Background: an optimization exercise with open tools, aiming at small area. Do not read the settings as production practice.
Function was checked by simulation only, so behaviour that the tests miss may differ from the original.

## build 28
==> flow/design.v (excerpt) <==
module Cordic(
	input clk,
	input [12:0] x_0,
	input [12:0] y_0,
	input [12:0] z_0,
	output [12:0] x_N,
	output [12:0] y_N,
	output [12:0] z_N
);
	wire [12:0] xs0 = x_0, ys0 = y_0;
	wire [12:0] zs0 = z_0;
	wire d0 = zs0[12];   
	wire signed [12:0] xss0 = xs0, yss0 = ys0;
	wire [12:0] xsh0 = xss0 >>> 0, ysh0 = yss0 >>> 0;
	wire [12:0] bx0 = ysh0 ^ {13{~d0}}, by0 = xsh0 ^ {13{d0}};
	wire [12:0] xn0, yn0;
	wire cx0_3;
	CordicMachine #(.N(3), .FIRST(1)) ax0_0 (.a(xs0[2:0]), .b(bx0[2:0]), .ci(~d0), .s(xn0[2:0]), .co(cx0_3));
	wire cx0_6;
	CordicMachine #(.N(3), .FIRST(0)) ax0_1 (.a(xs0[5:3]), .b(bx0[5:3]), .ci(cx0_3), .s(xn0[5:3]), .co(cx0_6));
	wire cx0_9;
	CordicMachine #(.N(3), .FIRST(0)) ax0_2 (.a(xs0[8:6]), .b(bx0[8:6]), .ci(cx0_6), .s(xn0[8:6]), .co(cx0_9));
	wire cx0_13;
	CordicMachine #(.N(4), .FIRST(0)) ax0_3 (.a(xs0[12:9]), .b(bx0[12:9]), .ci(cx0_9), .s(xn0[12:9]), .co(cx0_13));
	wire cy0_3;
  ...
For scale: ~1400 cells after synthesis, about 340 flip-flops, roughly 79 I/O pins.
Settings: LEC_CHECK=0, CAP_MARGIN=20, CORE_MARGIN=2, CORE_UTILIZATION=40, CTS_BUF_LIST=sky130_fd_sc_hd__clkbuf_8, CTS_CLUSTER_DIAMETER=100, CTS_CLUSTER_SIZE=18, GPL_TIMING_DRIVEN=0, SLEW_MARGIN=20; clock period 3.2 ns.
standard.sh (not shown) runs the stock make flow with config.mk's settings and CLKGATE_MAP_FILE= SYNTH_SCRIPT=/design/flow/synth_recipe.tcl, a recipe that flattens the netlist after the stock synthesis.
==> flow/flow/run.sh <==
#!/bin/bash
# Standard layout, except: the port buffers that placement inserts use the smallest
# buffer cell, and the buffers synthesis left in the netlist are removed before global
# placement (placement's repair then buffers only where it needs to).
set -euo pipefail
export BUFFER_PORTS_ARGS="-buffer_cell sky130_fd_sc_hd__buf_1"
export PRE_GLOBAL_PLACE_TCL="$PWD/flow/rmbuf.tcl"
bash standard.sh > standard.log 2>&1
==> flow/flow/rmbuf.tcl <==
remove_buffers
Changes in build 79 relative to build 28:
Settings: changing CORE_UTILIZATION from 40 to 60; setting PLACE_DENSITY to 0.75 for the first time.
==> comparison <==
- From build 28 to build 79 the numbers moved as follows: global-route wire length before repair higher, placed instance count lower, combined global-route utilization of all metal layers higher, detailed-routing wirelength on met1 lower.
- Cell count: build 79 lower than build 28
Edits applied to the flow inputs when going from build 79 to build 91:
Settings: CORE_UTILIZATION: 60 -> 40; PLACE_DENSITY: 0.75 -> unset.
==> flow/flow/run.sh <==
#!/bin/bash
# Standard layout, but the port buffers that placement inserts use the smallest buffer cell.
set -euo pipefail
export BUFFER_PORTS_ARGS="-buffer_cell sky130_fd_sc_hd__buf_1"
bash standard.sh > standard.log 2>&1
removed: flow/flow/rmbuf.tcl
--- outcome ---
Area of the placeable core delta for build 91 relative to build 79: 50% higher
Going from build 79 to build 91, number of standard cells in the final layout excluding fillers rose 212; part of the cycle the worst path needs fell 0.71 points.
#### Input delta (build 66 over build 91)
Settings: PLACE_DENSITY now 0.65, previously not set; CORE_UTILIZATION now 50, was 40.
==> flow/flow/run.sh <==
#!/bin/bash
# Standard layout, except: the port buffers that placement inserts use the smallest
# buffer cell, and the buffers synthesis left in the netlist are removed before global
# placement (placement's repair then buffers only where it needs to).
set -euo pipefail
export BUFFER_PORTS_ARGS="-buffer_cell sky130_fd_sc_hd__buf_1"
export PRE_GLOBAL_PLACE_TCL="$PWD/flow/rmbuf.tcl"
bash standard.sh > standard.log 2>&1
==> flow/flow/rmbuf.tcl (new file) <==
remove_buffers
Results
Compare build 66 and build 91 | buffering overhead higher: build 91
Going from build 91 to build 66, final cell count shrinks by 6.7%.
In terms of flip-flop and latch count, build 91 and build 66 differ only marginally.
Modified inputs, build 35 compared to build 66
Settings: changing GPL_TIMING_DRIVEN from 0 to 1; changing CORE_UTILIZATION from 50 to 40; removing PLACE_DENSITY (formerly 0.65).
Notes after the runs:
- Build 35 | status: complete | timing, DRC, antenna: pass
- Compared with build 66, in build 35 maximum frequency ~0 delta, critical path depth +1, cell area +about 1.6%, total detailed-routing wirelength +3.1%.
- Final critical-path share of the clock period delta for build 35 relative to build 66: 0.23 points lower
- Summary of the comparison: global-route met2 utilization is lower in build 35, relative to build 66.
- Lower post-route worst setup slack among build 35 and build 66: build 66
- Diff build 66 -> build 35 | core utilization | decrease of 10 points

========
Another version of the RTL of Cordic (not shown whole).
For scale: about 1400 cells after synthesis, ~340 flip-flops, roughly 79 I/O pins, roughly 18000 sq um of cells after synthesis.
export LEC_CHECK = 0
export CAP_MARGIN = 20
export CORE_MARGIN = 2
export CORE_UTILIZATION = 40
export CTS_BUF_LIST = sky130_fd_sc_hd__clkbuf_8
export CTS_CLUSTER_DIAMETER = 100
export CTS_CLUSTER_SIZE = 18
export GPL_TIMING_DRIVEN = 0
export SLEW_MARGIN = 20
create_clock -name core_clock -period 3.2 [get_ports {clk}]
==> flow/flow/run.sh <==
#!/bin/bash
# Standard layout, but the port buffers that placement inserts use the smallest buffer cell.
set -euo pipefail
export BUFFER_PORTS_ARGS="-buffer_cell sky130_fd_sc_hd__buf_1"
bash standard.sh > standard.log 2>&1
The baseline finished clean.
Rerun with:
- CTS_CLUSTER_DIAMETER: 100 -> 60
- CTS_CLUSTER_SIZE: 18 -> 22
The new run finished with timing, DRC and antenna clean.
Setup slack loses 0.0052 ns.
Global-route usage climbs by 0.17 points.
Via count climbs by 0.81%.
Register-to-register slack barely changes.
Area after synthesis stays the same.
First-iteration DRC count climbs by 0.93%.
Cell area climbs by 1.7%.
Die area does not change.

========
Setup of run A:
Cordic, a different RTL version from the one above (not shown whole).
Size in the first run: ~340 flip-flops, ~79 I/O pins, ~0.019 mm^2 of cells after synthesis.
==> flow/design.v (excerpt) <==
module Cordic(
	input clk,
	input [12:0] x_0,
	input [12:0] y_0,
	input [12:0] z_0,
	output [12:0] x_N,
	output [12:0] y_N,
	output [12:0] z_N
);
==> flow/config.mk <==
export PLATFORM = sky130hd
export DESIGN_NAME = Cordic
export DESIGN_NICKNAME = Cordic
export VERILOG_FILES = /design/flow/design.v
export SDC_FILE = /design/flow/constraint.sdc
export NUM_CORES = 4
export LEC_CHECK = 0
export CAP_MARGIN = 20
export CORE_MARGIN = 2
export CORE_UTILIZATION = 40
export CTS_BUF_LIST = sky130_fd_sc_hd__clkbuf_16
export CTS_CLUSTER_DIAMETER = 100
export CTS_CLUSTER_SIZE = 24
export SLEW_MARGIN = 20
==> flow/constraint.sdc <==
create_clock -name core_clock -period 3.2 [get_ports {clk}]
set_input_delay 0.6400 -clock core_clock [delete_from_list [all_inputs] [get_ports {clk}]]
set_output_delay 0.6400 -clock core_clock [all_outputs]
set_load 0.01 [all_outputs]
run.sh (not shown) runs the stock make flow with config.mk's settings and CLKGATE_MAP_FILE= SYNTH_SCRIPT=/design/flow/synth_recipe.tcl, a recipe that flattens the netlist after the stock synthesis.
Stock flow here: none of the scripts above is used.
Input-level comparison between run B and run A:
- putting GPL_TIMING_DRIVEN at 0 where nothing was set
- swapping sky130_fd_sc_hd__clkbuf_16 for sky130_fd_sc_hd__clkbuf_8 in CTS_BUF_LIST
- swapping 24 for 18 in CTS_CLUSTER_SIZE
==> flow/flow/run.sh (new file) <==
#!/bin/bash
# Standard layout, but the port buffers that placement inserts use the smallest buffer cell.
set -euo pipefail
export BUFFER_PORTS_ARGS="-buffer_cell sky130_fd_sc_hd__buf_1"
bash standard.sh > standard.log 2>&1
==> flow/standard.sh (new file) <==
#!/bin/bash
# synth_recipe.tcl (not shown) runs the flow's synth.tcl, then flattens the netlist and writes it again
# the make line also repeats each setting of config.mk as NAME=value (left out here)
make -C /OpenROAD-flow-scripts/flow DESIGN_CONFIG=/design/flow/config.mk WORK_HOME=/design/flow/orfs CLKGATE_MAP_FILE= SYNTH_SCRIPT=/design/flow/synth_recipe.tcl "${@:-finish}"
removed: flow/run.sh
## What came out
- Looking at final worst-path cycle share, run B sits 0.24 points below run A.
- As far as maximum count of clock buffers along a single path goes, run B and run A are indistinguishable; the numbers are identical.
- Of run A and run B, the run reporting the higher met1 layer usage reported by global route was run A.
- Summary of the comparison: combined area of the multi-input logic cells is higher in run B, relative to run A.
- Comparing run A and run B, the lower total number of vias is on run B.
- The higher first-pass detailed-route iteration total of run A and run B is in run A.
- Final weighted congestion of routability-driven global placement: run B vs run A, no meaningful difference
### run B -> run C
- changing CORE_UTILIZATION from 40 to 60
- setting PLACE_DENSITY to 0.75 for the first time
==> flow/run.sh (new file) <==
#!/bin/bash
# synth_recipe.tcl (not shown) runs the flow's synth.tcl, then flattens the netlist and writes it again
# the make line also repeats each setting of config.mk as NAME=value (left out here)
make -C /OpenROAD-flow-scripts/flow DESIGN_CONFIG=/design/flow/config.mk WORK_HOME=/design/flow/orfs CLKGATE_MAP_FILE= SYNTH_SCRIPT=/design/flow/synth_recipe.tcl finish
removed: flow/flow/run.sh
removed: flow/standard.sh
==> results.txt <==
Run C went all the way through the flow, and no timing, DRC or antenna check failed.
Side by side, final worst-path cycle share turned out higher in run C than in run B.
Aggregate global-route resource usage: run C vs run B up 6.2 points
Changes in run D relative to run C:
- GPL_TIMING_DRIVEN: 0 -> unset
- CTS_BUF_LIST: sky130_fd_sc_hd__clkbuf_8 -> unset
- CTS_CLUSTER_SIZE: 18 -> unset
- CTS_CLUSTER_DIAMETER: 100 -> unset
- CORE_UTILIZATION: 60 -> 40
- PLACE_DENSITY: 0.75 -> unset
--- outcome ---
- Number of fillers in the final layout in run D is 80% higher than in run C
- Looking at critical path depth, run D sits 1 below run C.
- Multi-input gate share of total cell area: run D vs run C down 4.2 points
- Run D falls short of run C in aggregate routed wire length.
- Between run D and run C, it is run D whose row count is higher, by 15.
- Diff run C and run D: post-cts gate resize count higher in run C
- Setup slack in run D is smaller than in run C.
- In run D, aggregate global-route resource usage is lower than in run C.
The following lists how run E was set up differently from run D:
- setting CTS_CLUSTER_SIZE to 16 for the first time
- setting CTS_CLUSTER_DIAMETER to 60 for the first time
- setting CTS_BUF_LIST to sky130_fd_sc_hd__clkbuf_8 for the first time
==> comparison <==
Compare run E and run D | number of buffers created by CTS lower: run E
Period utilization, run E and run D, lower one = run E.
Delta(clock-pin slew reported for the worst setup and hold paths after clock tree synthesis, run E - run D) > 0
Diff run D -> run E | routed length on met2 | decrease of 2.1%
The area added between synthesis and finish number comes out higher for run D vs run E.
From run D to run E the numbers moved as follows: post-synthesis sequential area ratio held, total detailed-routing wirelength went down 2.3%, setup slack went up 0.014 ns.

[static timing again, ports no longer ideal]
Ports are ideal in the flow. The routed layouts listed here were re-timed in OpenROAD.
Step 1: set_driving_cell puts a clkbuf_16 on clk and a buf_2 on each other input, an assumption about the parent block.
Step 2 adds t to the input delays and takes it off the output delays; t is the mean of the earliest and latest rising clock arrival at the registers after step 1. Input paths then give back, and output paths get back, about the clock's delay inside the block.
Slacks: ideal ports / drivers / drivers and shift; pairs: ideal ports / drivers.
| run | t, ns | slack for setup (ns) | worst hold slack (ns) | latest minus earliest clock arrival (ns) | worst slew at a driven data input, ns |
|---|---|---|---|---|---|
| build 28 | 0.620 | 0.153 / 0.153 / -0.317 | 0.145 / 0.121 / 0.335 | 0.032 / 0.032 | 0.04 |
| build 79 | 0.610 | 0.138 / 0.138 / -0.240 | 0.146 / 0.125 / 0.335 | 0.036 / 0.036 | 0.04 |
| build 91 | 0.625 | 0.161 / 0.161 / -0.370 | 0.148 / 0.118 / 0.336 | 0.030 / 0.030 | 0.04 |
| build 66 | 0.617 | 0.177 / 0.177 / -0.251 | 0.136 / 0.111 / 0.335 | 0.031 / 0.031 | 0.03 |
| build 35 | 0.623 | 0.184 / 0.184 / 0.149 | 0.141 / 0.117 / 0.335 | 0.019 / 0.019 | 0.03 |
| the first run of note 2 | 0.613 | 0.154 / 0.154 / -0.418 | 0.152 / 0.134 / 0.318 | 0.041 / 0.042 | 0.05 |
| the second run of note 2 | 0.674 | 0.149 / 0.149 / -0.445 | 0.090 / 0.064 / 0.326 | 0.042 / 0.042 | 0.05 |
| run A | 0.567 | 0.192 / 0.192 / -0.344 | 0.318 / 0.318 / 0.318 | 0.028 / 0.028 | 0.04 |
| run B | 0.639 | 0.200 / 0.200 / -0.310 | 0.134 / 0.108 / 0.329 | 0.017 / 0.017 | 0.03 |
| run C | 0.619 | 0.168 / 0.168 / -0.179 | 0.336 / 0.336 / 0.336 | 0.032 / 0.031 | 0.03 |
| run D | 0.601 | 0.164 / 0.164 / -0.353 | 0.306 / 0.306 / 0.306 | 0.022 / 0.023 | 0.04 |
| run E | 0.650 | 0.178 / 0.178 / -0.356 | 0.332 / 0.332 / 0.332 | 0.045 / 0.046 | 0.04 |
With both steps, setup timing fails in 11 of these runs, where it was met with ideal ports. The setup slack of the second run of note 2, which loses most, moves by 0.000 ns with the drivers and by -0.594 ns with both steps.
